This is an optimization exercise on Yosys and OpenROAD, whose aim is small area, not a production implementation.
The RTL was checked by simulation tests, not by an equivalence proof against the original design.
Power is estimated from default activity; no workload was simulated.

File: design.v
module DataGen(
input             i_clk,
input             i_rst,
input             i_buffon_up,
input             i_buffon_down,
input             i_buffon_left,
input             i_buffon_right,
input      [5:0]  i_color,
output reg [8:0]  o_x,
output reg [7:0]  o_y,
output reg [5:0]  o_data,
output reg        o_done
);
reg done;
reg [8:0]  x_min;
reg [8:0]  x_max;
reg [7:0]  y_min;
reg [7:0]  y_max;
reg [15:0] color_count;
always @(posedge i_clk)
begin
    if(i_rst)
    begin
        o_x     <= 0;
        o_y     <= 0;
		  o_done  <= 0;
    end
    else
    begin 
	 o_x <= (o_x+1) % 400;  
	 if(o_x == 0)
	 o_y <= (o_y+1) % 225;
	 if((o_x == 399) && (o_y == 224))
	 o_done <= 1;
	end			
end
always @(posedge i_clk)
begin
    if(i_rst)
	 begin
	     o_data  <=  6'b111_111;
	 end
	 else
	 begin
	    if(o_x > x_min & o_x < x_max & o_y > y_min & o_y < y_max)
          o_data <= i_color[0]?color_count[15:10]:i_color;
       else
          o_data <= 6'b000000;
	 end
end
always @(posedge i_clk)
begin
    if(i_rst)
	 begin
	     x_min  <=  100;
	     x_max  <=  150;
	     y_min  <=  100;
	     y_max  <=  150;
	 end
	 else
	 begin
		  if(i_buffon_left)
		  begin
		      if(x_min >= 1)
				begin
				    x_min <= x_min - 1;
				    x_max <= x_max - 1;
				end	 
		  end
		  if(i_buffon_right)
		  begin
		      if(x_max <= 398)
				begin
				    x_min <= x_min + 1;
				    x_max <= x_max + 1;
				end	 
		  end
		  if(i_buffon_up)
		  begin
		      if(y_min >= 1)
				begin
				    y_min <= y_min - 1;
				    y_max <= y_max - 1;
				end	 
		  end
		  if(i_buffon_down)
		  begin
		      if(y_max <= 223)
				begin
				    y_min <= y_min + 1;
				    y_max <= y_max + 1;
				end	 
		  end
	 end
end
always @(posedge i_clk)
begin
if(i_rst)
color_count <= 0;
else if(i_color[0])
color_count <= color_count+1;
end
endmodule
module FBCtl(
output        o_rdy,
input         i_enc,
input         i_rst,
input         i_vsync,
output [15:0] o_data,
input         i_clk,
input  [8:0]  i_x,
input  [7:0]  i_y,
input  [5:0]  i_data,
input         i_done,
output        o_fb_we,
output [16:0] o_fb_waddr,
output [5:0]  o_fb_wdata,
output [16:0] o_fb_raddr,
input  [5:0]  i_fb_rdata
);
reg [16:0] rd_addr;
reg [16:0] wr_addr;
reg        frame_buffer_wr_en;
wire[5:0] buff_data;
reg [5:0]  wr_data;
reg [10:0] X;
reg [9:0]  Y;
assign o_rdy   = i_done;
assign o_data     = {buff_data[4],{2{buff_data[5:4]}},{3{buff_data[3:2]}},buff_data[0],{2{buff_data[1:0]}}};
assign o_fb_we    = frame_buffer_wr_en;
assign o_fb_waddr = wr_addr;
assign o_fb_wdata = wr_data;
assign o_fb_raddr = rd_addr;
assign buff_data  = i_fb_rdata;
always @(posedge i_clk)
begin
    if(i_rst|i_vsync)
    begin
        X <= 0;
		  Y <= 0;
    end
    else
    begin
        if(i_enc)
	     begin
		      if (X == 1599)
            begin
                X  <= 0;
                if(Y == 899)
                    Y  <= 0;
                else
                    Y  <= Y + 1;    
            end
            else
                X <= X + 1;
		  rd_addr <= X[10:2]+400*Y[9:2];
		  end		
    end
end
always @(posedge i_clk)
begin
    if(i_rst)
    begin
        frame_buffer_wr_en <= 1'b0;
        wr_addr <= 0;
    end
    else
    begin
        frame_buffer_wr_en <= 1'b1;
        wr_addr  <= i_x + 400*i_y;
		  wr_data  <= i_data;	  
    end
end
endmodule
module debouncer(
input    i_clk,
input    i_rst,
input    i_button,
output   o_pulse
);
reg [9:0] counter;
always @(posedge i_clk)
begin
    if(i_rst)
	     counter <= 0;
    else if(i_button)
	     counter <= counter +1'b1;
end
assign o_pulse = (counter ==100) ? 1'b1 : 1'b0;
endmodule
module lab3_pixgen(
    input         clk,
    input         rst,
    input  [5:0]  color,
    input         btn_left,
    input         btn_right,
    input         btn_up,
    input         btn_down,
    input         enc,
    input         vsync,
    input  [5:0]  fb_rdata,
    output        rdy,
    output        fb_we,
    output [16:0] fb_waddr,
    output [5:0]  fb_wdata,
    output [16:0] fb_raddr,
    output [15:0] rgb
);
wire [8:0]  w_x_coordinate;
wire [7:0]  w_y_coordinate;
wire [5:0]  w_video_data;
wire        w_done;
wire        left_pulse, right_pulse, up_pulse, down_pulse;
FBCtl Inst_FBCtl(
    .o_rdy(rdy),
    .i_enc(enc),
    .i_vsync(vsync),
    .i_rst(rst),
    .o_data(rgb),
    .i_clk(clk),
    .i_x(w_x_coordinate),
    .i_y(w_y_coordinate),
    .i_data(w_video_data),
    .i_done(w_done),
    .o_fb_we(fb_we),
    .o_fb_waddr(fb_waddr),
    .o_fb_wdata(fb_wdata),
    .o_fb_raddr(fb_raddr),
    .i_fb_rdata(fb_rdata)
);
DataGen Inst_DataGen(
    .i_clk(clk),
    .i_rst(rst),
    .i_color(color),
    .i_buffon_up(up_pulse),
    .i_buffon_down(down_pulse),
    .i_buffon_left(left_pulse),
    .i_buffon_right(right_pulse),
    .o_x(w_x_coordinate),
    .o_y(w_y_coordinate),
    .o_data(w_video_data),
    .o_done(w_done)
);
debouncer d1(.i_clk(clk), .i_rst(rst), .i_button(btn_left),  .o_pulse(left_pulse));
debouncer d2(.i_clk(clk), .i_rst(rst), .i_button(btn_right), .o_pulse(right_pulse));
debouncer d3(.i_clk(clk), .i_rst(rst), .i_button(btn_up),    .o_pulse(up_pulse));
debouncer d4(.i_clk(clk), .i_rst(rst), .i_button(btn_down),  .o_pulse(down_pulse));
endmodule
File: run.sh
#!/bin/bash
# synth_recipe.tcl (not shown) runs the flow's synth.tcl, then flattens the netlist and writes it again
# the make line also repeats each setting of config.mk as NAME=value (left out here)
make -C /OpenROAD-flow-scripts/flow DESIGN_CONFIG=/design/flow/config.mk WORK_HOME=/design/flow/orfs CLKGATE_MAP_FILE= SYNTH_SCRIPT=/design/flow/synth_recipe.tcl finish
File: config.mk
export PLATFORM = sky130hd
export DESIGN_NAME = lab3_pixgen
export DESIGN_NICKNAME = lab3_pixgen
export VERILOG_FILES = /design/flow/design.v
export SDC_FILE = /design/flow/constraint.sdc
export NUM_CORES = 4
export LEC_CHECK = 0
export CAP_MARGIN = 20
export CORE_MARGIN = 2
export CORE_UTILIZATION = 40
export SLEW_MARGIN = 20
File: constraint.sdc
create_clock -name core_clock -period 5.0 [get_ports {clk}]
set_input_delay 1.0000 -clock core_clock [delete_from_list [all_inputs] [get_ports {clk}]]
set_output_delay 1.0000 -clock core_clock [all_outputs]
set_load 0.01 [all_outputs]
==> run summary <==
[worst max-delay path, delay by kind of cell, from the launching register on]
family	cells	cell delay, ns
AOI/OAI and AO/OA	3	0.69
and+or+nand+nor	4	0.85
DFF	1	0.63
adders and majority gates	3	0.88
xor gates and xnor gates	3	0.71
buffers and inverters	1	0.15
[cell families (layout without fill, tap and decap cells)]
| family | after synthesis | count (layout) | share of synthesized area, % |
|---|---|---|---|
| compound gates | 180 | 180 | 10.9 |
| xor+xnor | 146 | 146 | 11.5 |
| fa+ha+maj | 145 | 145 | 16.9 |
| buf+inv | 157 | 197 | 5.88 |
| flops | 176 | 176 | 33.8 |
| mux | 15 | 15 | 1.36 |
| simple gates | 437 | 437 | 19.6 |
[cells in the mapped netlist (all sizes together) (4+ instances only)]
cell    instances
nor3b           7
and2            6
clkbuf         26
edfxtp         23
o21bai          5
a41oi           4
a31oi          10
ha            137
a21o           21
or2             4
and4            6
a21boi          5
nor2b          18
o22ai           4
or3             7
buf            23
xor2           61
nand3          41
a32oi           4
fa              8
dfxtp         153
inv           108
mux2i          14
o21ai          38
a211oi          8
nor4            4
xnor2          85
a21oi          47
and3           17
o211ai          5
nand2b          6
nor4b           5
nand2          81
nor3           26
nand4          33
nor2          166
[report_power, final]
group / switching, uW / total [uW] / internal [uW] / leakage, uW
Sequential: 55.4 / 1540 / 1480 / 0.00146
Combinational: 328 / 597 / 269 / 0.00355
Clock: 610 / 1300 / 693 / 0.000280
[path summary, 6_finish.rpt]
check | start | slack (ns) | to | cells after the start
worst max-delay path | Inst_DataGen.o_y[0] | 0.99 | Inst_DataGen.o_y[2] | 14
worst min-delay path | Inst_DataGen.o_data[3] | 0.40 | Inst_FBCtl.wr_data[3] | 0
worst max register to register | Inst_DataGen.o_y[0] | 0.99 | Inst_DataGen.o_y[2] | 14
worst min register to register | Inst_DataGen.o_data[3] | 0.40 | Inst_FBCtl.wr_data[3] | 0
[flip-flops by register name, summed over array words and instances (netlist names)]
signal / flops
Inst_DataGen.o_done: 1
Inst_FBCtl.rd_addr: 17
d1.counter: 10
d2.counter: 10
d4.counter: 10
Inst_DataGen.y_min: 8
Inst_DataGen.o_y: 8
Inst_DataGen.o_x: 9
Inst_DataGen.color_count: 16
Inst_FBCtl.frame_buffer_wr_en: 1
Inst_DataGen.o_data: 6
Inst_FBCtl.Y: 10
Inst_FBCtl.wr_addr: 17
Inst_DataGen.y_max: 8
Inst_FBCtl.wr_data: 6
Inst_DataGen.x_max: 9
Inst_FBCtl.X: 11
d3.counter: 10
Inst_DataGen.x_min: 9
[final cells by class]
| cell class | instances | area, um^2 | area share (%) |
|---|---|---|---|
| clock inverter | 15 | 139 | 1.12 |
| tap | 372 | 465 | 3.74 |
| inverter | 108 | 405 | 3.26 |
| timing repair buffer | 57 | 563 | 4.53 |
| multi-input combinational | 923 | 6690 | 53.8 |
| sequential | 176 | 3750 | 30.2 |
| clock buffer | 17 | 425 | 3.42 |
[routing by layer]
metal,wire [um],part of all wire [%]
met1,10700,49
met2,10300,47
met3,525,2.4
met4,252,1.2
met5,0,0
[through the flow]
| stage | hold slack [ns] | worst slack (ns) | total power [uW] | util, % |
|---|---|---|---|---|
| 2_1_floorplan | 0.386 | 1.57 | 2000 | - |
| 3_3_place_gp | 0.388 | 1.22 | 2160 | 43.8 |
| 3_5_place_dp | 0.389 | 1.08 | 2170 | 43.8 |
| 4_1_cts | 0.404 | 1.05 | 3490 | 45.9 |
| 5_1_grt | 0.417 | 0.691 | 3630 | 45.9 |
| 6_report | 0.403 | 0.990 | 3440 | 45.9 |
==> out/results.ini <==
[status]
status = complete, no violations

[cells_and_area]
fill_cells = 2631
nNetsFinal = 1448
fin_area_um2 = 12400
final_cells = 1668
syn2layout_area_growth_pct = 12.1
n_antenna_cell = 0
mostFrequentLayoutCells = 165 x nor2_1, 153 x dfxtp_1, 137 x ha_1
drive_gt1_share_pct = 4.40
layout_commonest_cell = nor2_1

[detailed_routing]
finalWirelength_mm = 21.8
postRouteAntennaNets = 0
post_drt_wl_per_cell_um = 13.1
dr.pass1.iters = 4
drtIter0Drc = 293
vias_per_cell = 5.01
vias = 8358
route.detailed.drc = 0

[timing]
setup-violations-final = 0
worst-slew-pin-transition_ns = 0.982
rsz0062_at_grt = no
hold_viol = 0
fmaxAchievable_mhz = 249
period_share_pct = 80.2
fin_crit_ns = 4.01
skew_ns = 0.0144
slew_violations = 0
slew_headroom_pct = 34.4
setup_tns_ns = 0

[global_route]
grt_pass1_vias = 8055
busiest_layer = met2
antenna_found_initial = 0
grt_pass1_wl_mm = 37.3
grt_use_met1_pct = 20.0
grt_overflow_total = 0
grt.total_usage_pct = 15.5
grt_max_degree = 82
use_met2_pct = 26.7
gr-usage-met3_pct = 3.05

[logic_synthesis]
synth_area_um2 = 11100
synth_cell_type_count = 76
yosysTopAreaCell = dfxtp_1
synth_fp_nets = 1421
synthFlopType = dfxtp_1
syn-instance-count = 1256
synthArstFlopShare_pct = 0
synth_edf_count = 23
ys_warn_count = 3
yosysTopAreaCellShare_pct = 27.6
ys_seq_area_share_pct = 33.8
synth_seq_cells = 176
syn_area_per_cell_um2 = 8.83
synth_area_leaders = dfxtp_1 28%, ha_1 15%, xnor2_1 6.7%, edfxtp_1 6.2%, nor2_1 5.6%

[placement]
placed_area_um2 = 11900
dpl.hpwl_mm = 15.9
port_buffers = 55
globalplace.congestion = 0.830
place_inst = 1636

[clock_tree]
cts_buffers = 17
insertion_delay_ns = 0.43
post_cts_buffers = 0
cts_root_buffer = clkbuf_16
ctsResizeCount = 0
cts_hold_buffers = 0
cts.sinks = 176
h-tree-depth = 4
cts_tree = built
clockBufferDepth = 2
clk_pin_slew_ns = 0.07

[worst_setup_path]
required_ns = 5.34
end_kind = flip-flop
worstPathCellList = ha_1 > xor2_1 > inv_1 > ha_1 > nor3_1 > nand3_4 > nand2_1 > xnor2_1 > ha_1 > o2111ai_2 > a31oi_4 > nor2b_2 > xor2_1 > a211oi_2
cp_common_cell = ha_1
start_kind = flip-flop
cp_max_fo = 12
critPathSlowestCell = dfxtp_1
arrival_ns = 4.35
critPathMaxStageDelay_ns = 0.63
path_class = flip-flop to flip-flop

[power_and_ir_drop]
ir_worst_vdd_mv = 0.220
p_per_area_nw_per_um2 = 276
leakage_uw = 0.00530

[hold_path]
hold_class = flip-flop to flip-flop

[job]
cap_viol_max_count = 0

[die]
io_pins = 78
die_w_um = 171
initial_core_util_pct = 40.9
placeableCoreArea_um2 = 27100
rows = 60
die_area_um2 = 29100
die_y_um = 171

[static timing again, ports no longer ideal]
Ports are ideal in the flow. The routed layout listed here was re-timed in OpenROAD.
Step 1 sets driving cells, clkbuf_16 on the clock port and buf_2 on the other inputs (assumed; they add their load-dependent delay and slew).
Step 2 adds t to the input delays and takes it off the output delays; t is the mean of the earliest and latest rising clock arrival at the registers after step 1. Input paths then give back, and output paths get back, about the clock's delay inside the block.
Slacks: ideal ports / drivers / drivers and shift; pairs: ideal ports / drivers.
shift t [ns]: 0.472
setup slack, ns: 0.990 / 0.990 / 0.990
worst hold slack (ns): 0.403 / 0.403 / 0.403
worst setup path at the end: register to register
slew at the worst register clock pin (ns): 0.08 / 0.08
After both steps setup and hold are still met in this run. The setup slack of this run moves by 0.000 ns with the drivers and by 0.000 ns with both steps.
